This is an optimization exercise on Yosys and OpenROAD, whose aim is small area, not a production implementation. The RTL was checked by simulation tests, not by an equivalence proof against the original design. Power figures rest on the tool's default switching activity, not on a simulated workload.

==> v18 <==
==> flow/design.v (excerpt) <==
module router(clk, reset, polarity,
N_S_di_v0, N_S_di_v1, N_S_si_v0, N_S_si_v1, N_S_ri_v0, N_S_ri_v1, S_N_do_v0, S_N_do_v1, S_N_so_v0, S_N_so_v1, S_N_ro_v0, S_N_ro_v1,
S_N_di_v0, S_N_di_v1, S_N_si_v0, S_N_si_v1, S_N_ri_v0, S_N_ri_v1, N_S_do_v0, N_S_do_v1, N_S_so_v0, N_S_so_v1, N_S_ro_v0, N_S_ro_v1,
E_W_di_v0, E_W_di_v1, E_W_si_v0, E_W_si_v1, E_W_ri_v0, E_W_ri_v1, W_E_do_v0, W_E_do_v1, W_E_so_v0, W_E_so_v1, W_E_ro_v0, W_E_ro_v1,
W_E_di_v0, W_E_di_v1, W_E_si_v0, W_E_si_v1, W_E_ri_v0, W_E_ri_v1, E_W_do_v0, E_W_do_v1, E_W_so_v0, E_W_so_v1, E_W_ro_v0, E_W_ro_v1,
pedi_v0, pedi_v1, pesi_v0, pesi_v1, peri_v0, peri_v1, pedo_v0, pedo_v1, peso_v0, peso_v1, pero_v0, pero_v1
);
input clk, reset;
output reg polarity;
input [63:0] N_S_di_v0, N_S_di_v1, S_N_di_v0, S_N_di_v1, E_W_di_v0, E_W_di_v1, W_E_di_v0, W_E_di_v1, pedi_v0, pedi_v1;
input N_S_si_v0, N_S_si_v1, S_N_si_v0, S_N_si_v1, E_W_si_v0, E_W_si_v1, W_E_si_v0, W_E_si_v1, pesi_v0, pesi_v1;
  ...
Settings: LEC_CHECK=0, CAP_MARGIN=0, CORE_AREA=5 5 315 315, DIE_AREA=0 0 320 320, SLEW_MARGIN=0; clock period 4.0 ns.
standard.sh (not shown) runs the stock make flow with config.mk's settings and CLKGATE_MAP_FILE= SYNTH_SCRIPT=/design/flow/synth_recipe.tcl, a recipe that flattens the netlist after the stock synthesis.
==> flow/flow/run.sh <==
#!/bin/bash
# Own layout flow: the standard flow (standard.sh, which runs the standard
# synthesis unchanged) with these ORFS settings changed:
#  - port buffers (one per port, as in the standard flow) use the smallest
#    buffer cell instead of the default choice;
#  - clock tree synthesis uses larger sink clusters and no dummy loads;
set -euo pipefail
cd "$(dirname "$0")/.."
bash standard.sh \
  "BUFFER_PORTS_ARGS=-buffer_cell sky130_fd_sc_hd__buf_1" \
  "CTS_ARGS=-sink_clustering_enable -repair_clock_nets -dont_use_dummy_load -sink_clustering_size 24 -sink_clustering_max_diameter 80" \
  "PLACE_PINS_ARGS=-min_distance 1 -min_distance_in_tracks" \
  finish > flow_make.log 2>&1
==> v23: changes against v18 <==
==> flow/flow/run.sh (replaced) <==
#!/bin/bash
# Own layout flow: the standard flow (standard.sh, which runs the standard
# synthesis unchanged) with two ORFS settings changed:
#  - port buffers use the smallest buffer cell instead of the default choice;
#  - clock tree synthesis builds the tree without dummy loads.
# Each tool's full output stays in the ORFS logs under orfs/logs; make's own
# output goes to flow_make.log in this folder.
set -euo pipefail
cd "$(dirname "$0")/.."
bash standard.sh \
  "BUFFER_PORTS_ARGS=-buffer_cell sky130_fd_sc_hd__buf_1" \
  "CTS_ARGS=-sink_clustering_enable -repair_clock_nets -dont_use_dummy_load -sink_clustering_size 30 -sink_clustering_max_diameter 100" \
  finish > flow_make.log 2>&1
CAP_MARGIN = 20   (was 0)
CORE_AREA = 5 5 445 445   (was 5 5 315 315)
CTS_CLUSTER_DIAMETER = 100   (was not set)
CTS_CLUSTER_SIZE = 30   (was not set)
DIE_AREA = 0 0 450 450   (was 0 0 320 320)
SLEW_MARGIN = 20   (was 0)
==> v9: changes against v18 <==
==> flow/flow/run.sh (replaced) <==
#!/bin/bash
# Own layout flow: the standard flow (standard.sh, which runs the standard
# synthesis unchanged) with these ORFS settings changed:
#  - port buffers use the smallest buffer cell instead of the default choice;
#  - clock tree synthesis uses small clock buffers and no dummy loads.
# Each tool's full output stays in the ORFS logs under orfs/logs; make's own
# output goes to flow_make.log in this folder.
set -euo pipefail
cd "$(dirname "$0")/.."
bash standard.sh \
  "BUFFER_PORTS_ARGS=-buffer_cell sky130_fd_sc_hd__buf_1" \
  "CTS_ARGS=-sink_clustering_enable -repair_clock_nets -dont_use_dummy_load -buf_list {sky130_fd_sc_hd__clkbuf_2 sky130_fd_sc_hd__clkbuf_4 sky130_fd_sc_hd__clkbuf_8}" \
  finish > flow_make.log 2>&1
CAP_MARGIN = 20   (was 0)
CORE_AREA = 5 5 445 445   (was 5 5 315 315)
DIE_AREA = 0 0 450 450   (was 0 0 320 320)
SLEW_MARGIN = 20   (was 0)
==> run notes <==
| item | v9 | v23 | v18 |
|---|---|---|---|
| Outcome | no timing/DRC/antenna violations | no timing/DRC/antenna violations | no timing/DRC/antenna violations |
| Share of cell area taken by multi-input logic gates | 29.8% | 32.2% | 33.3% |
| Final critical-path setup slack | 687 ps | 870 ps | 862 ps |
| Number of vias in the routed layout | 47800 | 45600 | 45000 |
| Worst-Skew Late Latency | 940 ps | 750 ps | 720 ps |
| Min Hold Slack | 143 ps | 239 ps | 254 ps |
| Fraction of layout cells with a size suffix above 1 | 6.88% | 4.63% | 3.99% |
| # nets final | 6503 | 6060 | 6025 |
| Horizontal extent of the die | 450 um | 450 um | 320 um |
| Destination of the worst register-to-register timing path | osn1[37] | osn1[39] | osn1[24] |
| Worst-case vdd ir drop | 0.000270 V | 0.000315 V | 0.000332 V |
| Launch point of the worst reg-to-reg path | E_W_ri_v1 | pe1[53] | W_E_ri_v1 |
| Worst slew pin tran | 1150 ps | 1140 ps | 1180 ps |
| Internal power | 0.0189 W | 0.0166 W | 0.0167 W |
| Gr usage total | 24.2% | 23.5% | 42.0% |
| Worst-case hold path end point | ns0[39] | sn1[46] | N_S_so_v1 |
| Combinational logic power | 0.00265 W | 0.00239 W | 0.00230 W |
| Flop pwr share | 54.9% | 61.8% | 61.6% |
| Relative slew slack | 23.3% | 24.2% | 21.6% |
| Clk pin slew, worst setup/hold paths | 60 ps | 120 ps | 100 ps |
| Highest net fanout along the worst path | 43 | 43 | 35 |
| Critical Path Slowest Stage Cell | sky130_fd_sc_hd__buf_4 | sky130_fd_sc_hd__buf_4 | sky130_fd_sc_hd__dfxtp_4 |
| Met1 demand-to-capacity share in global routing | 26.2% | 26.2% | 48.7% |

[separate check: timing with driven ports]
The results above use ideal ports. As a check the final layouts listed here were re-extracted and re-timed, cells and wires unchanged.
Step 1 (the two cells are an assumption about what drives the block):
set clk [get_ports {clk}]
set_driving_cell -lib_cell sky130_fd_sc_hd__clkbuf_16 $clk
set_driving_cell -lib_cell sky130_fd_sc_hd__buf_2 [delete_from_list [all_inputs] $clk]
Step 2, shift: input delay + t, output delay - t, t = (earliest + latest rising clock arrival at the registers) / 2. This alone moves slack from input paths to output paths.
Slacks: no drivers / after step 1 / after step 2; pairs: no drivers / after step 1.
run	t (ns)	setup slack, ns	hold WS [ns]	latest minus earliest clock arrival (ns)	worst register clock-pin slew, ns
v18	0.783	0.862 / 0.785 / 0.920	0.254 / 0.214 / 0.476	0.049 / 0.048	0.10 / 0.10
v23	0.755	0.870 / 0.796 / 0.882	0.239 / 0.197 / 0.476	0.144 / 0.144	0.12 / 0.12
v9	0.944	0.687 / 0.618 / 0.843	0.143 / 0.103 / 0.425	0.131 / 0.131	0.07 / 0.07
After both steps setup and hold are still met in every run listed.
